This design comes from an exercise in tuning for small area and a short achievable clock period on the open sky130 flow, not from production work. Function not checked in this run: the RTL went through the layout flow alone.

`flow/config.mk`:
```
export PLATFORM = sky130hd
export DESIGN_NAME = evm_display
export DESIGN_NICKNAME = evm_display
export VERILOG_FILES = /design/flow/design.v
export SDC_FILE = /design/flow/constraint.sdc
export NUM_CORES = 4
export LEC_CHECK = 0
export ABC_AREA = 1
export CAP_MARGIN = 20
export CORE_MARGIN = 2
export CORE_UTILIZATION = 40
export SLEW_MARGIN = 20
export SYNTH_HIERARCHICAL = 1
```
`flow/constraint.sdc`:
```
create_clock -name core_clock -period 36.0 [get_ports {clk}]
set_input_delay 7.2000 -clock core_clock [delete_from_list [all_inputs] [get_ports {clk}]]
set_output_delay 7.2000 -clock core_clock [all_outputs]
set_load 0.01 [all_outputs]
```
`flow/design.v`:
```
module debounce(clk,rst_n,nextButton,buttonOut);
input clk;
input rst_n;
input nextButton;
output buttonOut;
reg buttonOut;
reg button_pressed, button_not_pressed;
reg button_state;
always @ (posedge clk or negedge rst_n)
begin
	if (!rst_n)
		begin
		button_pressed <= 1'b0;
		button_not_pressed <= 1'b0;
		buttonOut <= 1'b0;
		end
	else
		begin
		button_pressed <= !nextButton & !button_state & !button_pressed;
		button_not_pressed <= nextButton & button_state & !button_not_pressed;
		if (nextButton & button_state)
			buttonOut <= 1'b0;
		else if (button_pressed)
			buttonOut <= 1'b1;
		end
end
always @ (posedge clk)
begin
	if (rst_n)
		begin
		if (button_not_pressed)
			button_state <= 1'b0;
		else if (button_pressed)
			button_state <= 1'b1;
		end
end
endmodule
module countvote(clk,result,status_switch,counter_A, counter_B, counter_DC_A, counter_DC_B, counter_MD_A, counter_MD_B,
						  counter_VA_A, counter_VA_B);
input clk;
input status_switch;
input[28:0] counter_A;
input[28:0] counter_B;
input[28:0] counter_DC_A;
input[28:0] counter_DC_B;
input[28:0] counter_MD_A;
input[28:0] counter_MD_B;
input[28:0] counter_VA_A;
input[28:0] counter_VA_B;
output[3:0] result;
reg[3:0] result;
function greater;
	input [28:0] a;
	input [28:0] b;
	integer i;
	begin
		greater = 1'b0;
		for (i = 0; i < 29; i = i + 1)
			greater = a[i] & !b[i] | (a[i] | !b[i]) & greater;
	end
endfunction
wire gt    = greater(counter_A, counter_B);
wire gt_dc = greater(counter_DC_A, counter_DC_B);
wire gt_md = greater(counter_MD_A, counter_MD_B);
wire gt_va = greater(counter_VA_A, counter_VA_B);
always @ (posedge clk)
begin
	result[3] <= status_switch;
	result[2] <= status_switch ? gt_dc : gt;
	result[1] <= status_switch ? gt_md : 1'b1;
	result[0] <= status_switch ? gt_va : 1'b1;
end
endmodule
module segmentdisplay(clk, rst_n, DC_switch, MD_switch, VA_switch,
						  counter_A, counter_B, counter_DC_A, counter_DC_B, counter_MD_A, counter_MD_B,
						  counter_VA_A, counter_VA_B, counter_total, counter_DC_total, counter_MD_total, counter_VA_total,
						  LED_out0, LED_out1, LED_out2, LED_out3, LED_out4, LED_out5, LED_out6, LED_out7);
parameter SPLIT = 16;
input clk;
input rst_n;
input DC_switch;
input MD_switch;
input VA_switch;
input[28:0] counter_A;
input[28:0] counter_B;
input[28:0] counter_DC_A;
input[28:0] counter_DC_B;
input[28:0] counter_MD_A;
input[28:0] counter_MD_B;
input[28:0] counter_VA_A;
input[28:0] counter_VA_B;
input[28:0] counter_total;
input[28:0] counter_DC_total;
input[28:0] counter_MD_total;
input[28:0] counter_VA_total;
output [6:0] LED_out0;
output [6:0] LED_out1;
output [6:0] LED_out2;
output [6:0] LED_out3;
output [6:0] LED_out4;
output [6:0] LED_out5;
output [6:0] LED_out6;
output [6:0] LED_out7;
reg [4:0] timer;
reg [1:0] group;      
reg tagA, tagC;       
always @ (posedge clk or negedge rst_n)
	if (!rst_n)
		timer <= 5'd0;
	else if (timer[4] & timer[3])
		timer <= 5'd0;
	else
		timer <= {timer[4] ^ (&timer[3:0]), timer[3] ^ (&timer[2:0]), timer[2] ^ (&timer[1:0]),
		          timer[1] ^ timer[0], !timer[0]};
always @ (posedge clk)
	if (DC_switch && !MD_switch && !VA_switch)
		group <= 2'd1;
	else if (MD_switch && !VA_switch && !DC_switch)
		group <= 2'd2;
	else if (VA_switch && !MD_switch && !DC_switch)
		group <= 2'd3;
	else
		group <= 2'd0;
wire slotA = !timer[4] & !timer[3];
wire slotB = !timer[4] & timer[3];
wire slotC = timer[4];
wire g0 = group == 2'd0, g1 = group == 2'd1, g2 = group == 2'd2, g3 = group == 2'd3;
wire [11:0] s = {slotC & g3, slotB & g3, slotA & g3,
                 slotC & g2, slotB & g2, slotA & g2,
                 slotC & g1, slotB & g1, slotA & g1,
                 slotC & g0, slotB & g0, slotA & g0};
wire [28:0] sel;
genvar m;
generate
	for (m = 0; m < 29; m = m + 1) begin : mux
		wire n0, n1, n2, n3;
		m_a222oi r0(.A1(counter_A[m]),    .A2(s[0]),  .B1(counter_B[m]),    .B2(s[1]),  .C1(counter_total[m]),    .C2(s[2]),  .Y(n0));
		m_a222oi r1(.A1(counter_DC_A[m]), .A2(s[3]),  .B1(counter_DC_B[m]), .B2(s[4]),  .C1(counter_DC_total[m]), .C2(s[5]),  .Y(n1));
		m_a222oi r2(.A1(counter_MD_A[m]), .A2(s[6]),  .B1(counter_MD_B[m]), .B2(s[7]),  .C1(counter_MD_total[m]), .C2(s[8]),  .Y(n2));
		m_a222oi r3(.A1(counter_VA_A[m]), .A2(s[9]),  .B1(counter_VA_B[m]), .B2(s[10]), .C1(counter_VA_total[m]), .C2(s[11]), .Y(n3));
		m_nand4 o(.A(n0), .B(n1), .C(n2), .D(n3), .Y(sel[m]));
	end
endgenerate
function integer maxval;
	input integer n;
	input integer k;
	integer m, p, j;
	begin
		m = (1 << n) - 1;
		p = 1;
		for (j = 0; j < k; j = j + 1) p = p * 10;
		if (m / p >= 10) maxval = 9;
		else maxval = m / p;
	end
endfunction
localparam [3:0] POL = 4'd15;
localparam [27:0] POL7 = {7{POL}};
wire [27:0] st [0:29];      
assign st[0] = POL7;
reg [27:0] bcd_q;
reg [28-SPLIT:0] bin_q;
genvar n, k;
generate
	for (n = 1; n <= 29; n = n + 1) begin : step
		wire [27:0] prev = (n == SPLIT + 1) ? bcd_q : st[n-1];
		wire b = (n <= SPLIT) ? sel[29-n] : bin_q[29-n];
		wire [27:0] z;
		for (k = 0; k < 7; k = k + 1) begin : dig
			if (maxval(n-1, k) >= 5 && k == 6)
				add3_top c(.x(prev[4*k +: 4]), .z(z[4*k+1 +: 3]));
			else if (maxval(n-1, k) >= 5)
				add3 c(.x(prev[4*k +: 4]), .z(z[4*k +: 4]));
			else
				assign z[4*k +: 4] = {prev[4*k+2] ^ POL[2] ^ POL[3], prev[4*k+1] ^ POL[1] ^ POL[2],
				                      prev[4*k] ^ POL[0] ^ POL[1], POL[0]};
			if (k == 0)
				assign st[n][3:0] = {z[3:1], b ^ POL[0]};
			else
				assign st[n][4*k +: 4] = {z[4*k+1 +: 3], z[4*k-4]};
		end
	end
endgenerate
always @ (posedge clk) begin
	bcd_q <= st[SPLIT];
	bin_q <= sel[28-SPLIT:0];
	tagA <= slotA;
	tagC <= slotC;
end
wire [27:0] bcd = st[29];
seg7 d0(.d(bcd[3:0] ^ POL), .s(LED_out0));
seg7 d1(.d(bcd[7:4] ^ POL), .s(LED_out1));
seg7 d2(.d(bcd[11:8] ^ POL), .s(LED_out2));
seg7 d3(.d(bcd[15:12] ^ POL), .s(LED_out3));
seg7 d4(.d(bcd[19:16] ^ POL), .s(LED_out4));
seg7 d5(.d(bcd[23:20] ^ POL), .s(LED_out5));
seg7 d6(.d(bcd[27:24] ^ POL), .s(LED_out6));
assign LED_out7 = {tagC, 1'b0, 1'b0, tagA, tagC, !tagA, !tagA && !tagC};
endmodule
module add3(x, z);
input [3:0] x;
output [3:0] z;
wire n_11_, n_12_, n_13_, n_14_, n_15_, n_16_, n_17_, n_22_, n_23_, n_24_, n_25_;
m_nor2 g0(.A(x[0]), .B(x[2]), .Y(n_17_));
m_o21ai g1(.A1(x[1]), .A2(x[2]), .B1(x[3]), .Y(n_11_));
m_nor2 g2(.A(n_17_), .B(n_11_), .Y(n_22_));
m_inv g3(.A(x[2]), .Y(n_12_));
m_inv g4(.A(x[3]), .Y(n_13_));
m_nor3 g5(.A(x[0]), .B(n_12_), .C(n_13_), .Y(n_14_));
m_a21oi g6(.A1(x[0]), .A2(n_11_), .B1(n_14_), .Y(n_23_));
m_a21oi g7(.A1(n_12_), .A2(x[0]), .B1(x[1]), .Y(n_15_));
m_a21oi g8(.A1(x[0]), .A2(n_13_), .B1(n_15_), .Y(n_24_));
m_nor2 g9(.A(x[0]), .B(x[3]), .Y(n_16_));
m_a31oi g10(.A1(n_12_), .A2(x[1]), .A3(x[0]), .B1(n_16_), .Y(n_25_));
assign z[0] = n_22_;
assign z[1] = n_23_;
assign z[2] = n_24_;
assign z[3] = n_25_;
endmodule
module add3_top(x, z);
input [3:0] x;
output [2:0] z;
wire n_11_, n_12_, n_13_, n_14_, n_15_, n_16_, n_23_, n_24_, n_25_;
m_o21ai g1(.A1(x[1]), .A2(x[2]), .B1(x[3]), .Y(n_11_));
m_inv g3(.A(x[2]), .Y(n_12_));
m_inv g4(.A(x[3]), .Y(n_13_));
m_nor3 g5(.A(x[0]), .B(n_12_), .C(n_13_), .Y(n_14_));
m_a21oi g6(.A1(x[0]), .A2(n_11_), .B1(n_14_), .Y(n_23_));
m_a21oi g7(.A1(n_12_), .A2(x[0]), .B1(x[1]), .Y(n_15_));
m_a21oi g8(.A1(x[0]), .A2(n_13_), .B1(n_15_), .Y(n_24_));
m_nor2 g9(.A(x[0]), .B(x[3]), .Y(n_16_));
m_a31oi g10(.A1(n_12_), .A2(x[1]), .A3(x[0]), .B1(n_16_), .Y(n_25_));
assign z[0] = n_23_;
assign z[1] = n_24_;
assign z[2] = n_25_;
endmodule
module seg7(d, s);
input [3:0] d;
output [6:0] s;
assign s[0] = !d[3] & !d[2] & !d[1] & d[0] | d[2] & !d[1] & !d[0];
assign s[1] = d[2] & !d[1] & d[0] | d[2] & d[1] & !d[0];
assign s[2] = !d[2] & d[1] & !d[0];
assign s[3] = !d[2] & !d[1] & d[0] | d[2] & !d[1] & !d[0] | d[2] & d[1] & d[0];
assign s[4] = d[0] | d[2] & !d[1];
assign s[5] = !d[2] & d[1] | !d[3] & !d[2] & d[0] | d[1] & d[0];
assign s[6] = !d[3] & !d[2] & !d[1] | d[2] & d[1] & d[0];
endmodule
module m_a222oi(input A1, A2, B1, B2, C1, C2, output Y); assign Y = !(A1 & A2 | B1 & B2 | C1 & C2); endmodule
module m_nand4(input A, B, C, D, output Y); assign Y = !(A & B & C & D); endmodule
module m_a21oi(input A1, A2, B1, output Y); assign Y = !(A1 & A2 | B1); endmodule
module m_a31oi(input A1, A2, A3, B1, output Y); assign Y = !(A1 & A2 & A3 | B1); endmodule
module m_inv(input A, output Y); assign Y = !A; endmodule
module m_nor2(input A, B, output Y); assign Y = !(A | B); endmodule
module m_nor3(input A, B, C, output Y); assign Y = !(A | B | C); endmodule
module m_o21ai(input A1, A2, B1, output Y); assign Y = !((A1 | A2) & B1); endmodule
module evm_display(clk, rst_n, button, DC_switch, MD_switch, VA_switch, status_switch,
                   counter_A, counter_B, counter_DC_A, counter_DC_B, counter_MD_A, counter_MD_B,
                   counter_VA_A, counter_VA_B, counter_total, counter_DC_total, counter_MD_total,
                   counter_VA_total,
                   nextButton, result,
                   LED_out0, LED_out1, LED_out2, LED_out3, LED_out4, LED_out5, LED_out6, LED_out7);
input clk;
input rst_n;
input button;
input DC_switch;
input MD_switch;
input VA_switch;
input status_switch;
input [28:0] counter_A;
input [28:0] counter_B;
input [28:0] counter_DC_A;
input [28:0] counter_DC_B;
input [28:0] counter_MD_A;
input [28:0] counter_MD_B;
input [28:0] counter_VA_A;
input [28:0] counter_VA_B;
input [28:0] counter_total;
input [28:0] counter_DC_total;
input [28:0] counter_MD_total;
input [28:0] counter_VA_total;
output nextButton;
output [3:0] result;
output [6:0] LED_out0;
output [6:0] LED_out1;
output [6:0] LED_out2;
output [6:0] LED_out3;
output [6:0] LED_out4;
output [6:0] LED_out5;
output [6:0] LED_out6;
output [6:0] LED_out7;
debounce bk1(.clk(clk),
             .rst_n(rst_n),
             .nextButton(button),
             .buttonOut(nextButton));
countvote bk3(.clk(clk),
              .status_switch(status_switch),
              .counter_A(counter_A),
              .counter_B(counter_B),
              .counter_DC_A(counter_DC_A),
              .counter_DC_B(counter_DC_B),
              .counter_MD_A(counter_MD_A),
              .counter_MD_B(counter_MD_B),
              .counter_VA_A(counter_VA_A),
              .counter_VA_B(counter_VA_B),
              .result(result));
segmentdisplay bk4(.clk(clk),
                   .rst_n(rst_n),
                   .DC_switch(DC_switch),
                   .MD_switch(MD_switch),
                   .VA_switch(VA_switch),
                   .counter_A(counter_A),
                   .counter_B(counter_B),
                   .counter_DC_A(counter_DC_A),
                   .counter_DC_B(counter_DC_B),
                   .counter_MD_A(counter_MD_A),
                   .counter_MD_B(counter_MD_B),
                   .counter_VA_A(counter_VA_A),
                   .counter_VA_B(counter_VA_B),
                   .counter_total(counter_total),
                   .counter_DC_total(counter_DC_total),
                   .counter_MD_total(counter_MD_total),
                   .counter_VA_total(counter_VA_total),
                   .LED_out0(LED_out0),
                   .LED_out1(LED_out1),
                   .LED_out2(LED_out2),
                   .LED_out3(LED_out3),
                   .LED_out4(LED_out4),
                   .LED_out5(LED_out5),
                   .LED_out6(LED_out6),
                   .LED_out7(LED_out7));
endmodule
```
`flow/flow/run.sh`:
```
#!/bin/bash
# The standard layout (standard.sh) with these changes to how it is made:
#  - ABC maps for area first ("map -a") and then buffers and sizes, instead of
#    the stock area script's "map -B 0.9" (flow/abc_area.script);
#  - modules named m_* (single gates written out in the RTL) are mapped
#    beforehand with "amap" (flow/abc_cells.script), which reaches the
#    six-input gates that "map" does not; the registers are untouched;
#  - the port buffers are the smallest buffer cell instead of the one
#    buffer_ports picks by default.
# The ORFS scripts folder is copied here with those two scripts added and
# the one abc call in synth.tcl split in two.
# Each step's full output goes to its own log file in this folder; ORFS also
# keeps per-step logs under orfs/logs.
set -euo pipefail
rm -rf scripts
cp -r "$FLOW_HOME/scripts" scripts
cp flow/abc_area.script scripts/abc_area.script
cp flow/abc_cells.script scripts/abc_cells.script
sed -i 's|^  log_cmd abc {\*}\$abc_args$|  log_cmd abc {*}[lreplace $abc_args 1 1 $::env(SCRIPTS_DIR)/abc_cells.script] m_*\n  log_cmd abc {*}$abc_args|' scripts/synth.tcl
grep -q 'abc_cells.script\] m_\*' scripts/synth.tcl
export SCRIPTS_DIR="$PWD/scripts"
export BUFFER_PORTS_ARGS="-buffer_cell sky130_fd_sc_hd__buf_1"
bash standard.sh synth > synth.log 2>&1
bash standard.sh floorplan > floorplan.log 2>&1
bash standard.sh place > place.log 2>&1
bash standard.sh cts > cts.log 2>&1
bash standard.sh route > route.log 2>&1
bash standard.sh finish > finish.log 2>&1
```
`flow/flow/abc_area.script`:
```
strash
dch
map -a
topo
stime -c
buffer -c
upsize -c
dnsize -c
```
`flow/flow/abc_cells.script`:
```
strash
amap
topo
```
`flow/standard.sh`:
```
#!/bin/bash
# synth_recipe.tcl (not shown) runs the flow's synth.tcl, then flattens the netlist and writes it again
# the make line also repeats each setting of config.mk as NAME=value (left out here)
make -C /OpenROAD-flow-scripts/flow DESIGN_CONFIG=/design/flow/config.mk WORK_HOME=/design/flow/orfs CLKGATE_MAP_FILE= SYNTH_SCRIPT=/design/flow/synth_recipe.tcl "${@:-finish}"
```
==> run notes <==
modules after synthesis (local to each module, per instance), a selection:
| module | area [µm²] | cells inside | flip-flops and latches |
|---|---|---|---|
| m_a222oi | 10.0 | 1 | 0 |
| debounce | 136 | 10 | 4 |
| m_a21oi | 5.00 | 1 | 0 |
| m_nor2 | 3.75 | 1 | 0 |
| add3_top | 22.5 | 3 | 0 |
| add3 | 30.0 | 4 | 0 |
| m_nor3 | 5.00 | 1 | 0 |
| segmentdisplay | 1290 | 144 | 41 |
| m_o21ai | 5.00 | 1 | 0 |
| seg7 | 97.6 | 18 | 0 |
| countvote | 1760 | 337 | 4 |
| m_inv | 3.75 | 1 | 0 |
| m_a31oi | 6.26 | 1 | 0 |
| m_nand4 | 6.26 | 1 | 0 |
metrics by stage:
step                       util
final                     0.379
after global routing      0.379
after CTS                 0.378
after detailed placement  0.373
after global placement    0.373
after floorplan               -
area by class of cell:
type	instances	area, µm²	area share
diodes	13	32.5	0.00243
clock buffers	6	129	0.00963
clock inverters	2	33.8	0.00252
inverters	447	1680	0.125
multi-input cells	1518	8240	0.616
flip-flops and latches	49	1030	0.0770
well taps	461	577	0.0431
repair buffers	428	1660	0.124
synthesized netlist by cell type (4+ instances only):
master / count
a22oi_2: 7
a21oi_1: 366
o31ai_1: 7
nand2_1: 83
dfxtp_1: 40
a22oi_1: 4
a221oi_1: 20
a31oi_1: 114
a21oi_2: 7
a221oi_2: 7
o22ai_1: 40
o21ai_0: 141
dfrtp_1: 8
a222oi_1: 116
o21ai_2: 7
buf_4: 455
clkinv_1: 228
o211ai_1: 5
o21ai_1: 4
nor2_1: 384
nor2_2: 8
nand3_1: 9
inv_2: 25
nand4_1: 29
nor3_1: 127
inv_1: 194
placed cells by master (no fill, tap or decap), drive strengths merged, types with 83 or more instances in the layout:
cell type,count
a21oi,373
nor2,392
inv,219
o21ai,152
a222oi,116
buf,427
nand2,83
a31oi,114
clkinv,229
nor3,127
routing by layer:
layer	vias to the layer above	global-route usage	routed length (µm)
li1	8182	-	-
met1	7322	0.265	18600
met2	651	0.419	23300
met3	127	0.0691	4640
met4	18	0.144	2570
met5	-	0	107
critical path: cells and delay by family (launching register included):
| family | cells | cell delay, ns |
|---|---|---|
| AND/OR/NAND/NOR | 5 | 1.45 |
| flip-flops | 1 | 0.43 |
| buffers and inverters | 10 | 1.38 |
| AO/OA/AOI/OAI | 18 | 3.61 |
cells by family (layout without fill, tap and decap cells):
| group | after synthesis | count (layout) | synth area share |
|---|---|---|---|
| compound gates | 854 | 854 | 0.377 |
| fa+ha+maj | 6 | 6 | 0.00474 |
| buf+inv | 902 | 883 | 0.357 |
| flops | 49 | 49 | 0.0723 |
| mux | 1 | 1 | 0.000702 |
| other cells | 2 | 30 | 0.000527 |
| simple gates | 640 | 640 | 0.187 |
sequential cells by signal, indices dropped and copies added (netlist names):
name	flops
bk1.buttonOut	1
bk1.button_not_pressed	1
bk1.button_pressed	1
bk1.button_state	1
bk3.result	4
bk4.bcd_q	19
bk4.bin_q	13
bk4.group	2
bk4.tagA	1
bk4.tagC	1
bk4.timer	5
path summary, 6_finish.rpt:
kind	endpoint	slack, ns	cells past startpoint
worst max-delay path	LED_out3[5]	21.64	33
worst min-delay path	bk4.timer[0]	0.44	1
worst max register to register	bk4.bcd_q[13]	28.10	32
worst min register to register	bk4.timer[0]	0.44	1
max in group asynchronous	bk1.button_pressed	28.85	1
min in group asynchronous	bk4.timer[2]	6.83	1
==> out/metrics.cfg <==
[timing]
setup_viol=0
min_period_over_period=0.399
skew_ns=0.00790
rsz0062_at_grt=false
hold_ws_ns=0.443
setup_ws_ns=21.64
setup_tns_ns=0
finalHoldViolations=0
layout_min_cycle_time_ns=14.36
max_freq_mhz=69.6
worst_pin_slew_ns=0.996
maxSlewViolCount=0
max_slew_margin=0.336

[placed_design]
numPortBuffers=413
place_area_um2=13200
gp_congestion=0.964
dp.final_hpwl_um=42100
place_ws_ns=22.15
dp.cells=2902

[cells_and_area]
stdcell_count=2924
fin_area_um2=13400
syn_to_final_growth_pct=-6.08
drive_above_1_share=0.0404
nets=2806
fillerInstances=3934

[global_route]
grt_pass1_wl_um=70700
grt_remaining_overflow=0
grtUsageTotal=0.244
grt_pass1_vias=14100
grt_max_degree=30
grt_antenna_before_repair=22

[clock_network]
cts_tree=done
clk_path_buf_depth=2
postCtsSetupBuffers=0
root_buffer=clkbuf_16
ctsHoldBuffers=0
clk_pin_slew_ns=0.07
cts_max_level=2
clkLatencyLatePin_ns=0.30
cts_buffers=5
cts_resized=0
cts_sinks=49

[die]
die_area_um2=37200
rows=69
initial_utilization=0.404
die_y_um=193
die_x_um=193
boundaryPins=416
core_area_um2=35300

[route]
routed_wl_um=49200
vias=16300
wl_per_cell_um=16.8
drc=0
drt_iter0_markers=1721
first_pass_iters=14
ant_nets=0
vias_per_cell=5.57

[yosys]
ys_warn_count=9
ys.flop_type=dfxtp_1
synth.avg_cell_area_um2=5.81
ys_seq_elements=49
yosys.area.top_type=buf_4
syn_inst=2454
async_reset_ff_frac=0.163
syn_area_um2=14300
synth_area_leaders=buf_4, a21oi_1, nor2_1
ys_types=38
yosysSeqAreaShare=0.0723
yosysTopAreaCellShare=0.240
synth_edf_count=1

[outcome]
status=finished clean

[setup_path]
slowest_delay_ns=0.43
worst_path_max_delay_cell=dfxtp_1
critPathLaunchType=register
crit_path_frequent_cell=a21oi_1
arrival_ns=7.16
crit_start=bk4.bcd_q[0]
crit_path_end_kind=output port
crit_fanout=7
critical_path_class=reg2out
required_ns=28.80
reg2reg_from=bk4.group[1]

[hold_path]
hp-class=reg2reg
hp-start=bk4.timer[0]

[run]
drv_cap=0

-- afterwards: timing with drivers on the ports --
How much do the figures lean on ideal ports? The routed layout below was timed once more, with nothing changed but the port constraints. Step 1 (the two cells are an assumption about what drives the block):
set clk [get_ports {clk}]
set_driving_cell -lib_cell sky130_fd_sc_hd__clkbuf_16 $clk
set_driving_cell -lib_cell sky130_fd_sc_hd__buf_2 [delete_from_list [all_inputs] $clk]
Step 2 adds t to the input delays and takes it off the output delays; t is the mean of the earliest and latest rising clock arrival at the registers after step 1. Input paths then give back, and output paths get back, about the clock's delay inside the block. Slacks: ideal ports / drivers / drivers and shift; pairs: ideal ports / drivers.
shift t [ns]: 0.334
setup WS [ns]: 21.636 / 21.593 / 21.927
slew at the worst register clock pin (ns): 0.07 / 0.07
After both steps this run still meets setup and hold. The setup slack of this run moves by -0.043 ns with the drivers and by +0.291 ns with both steps.
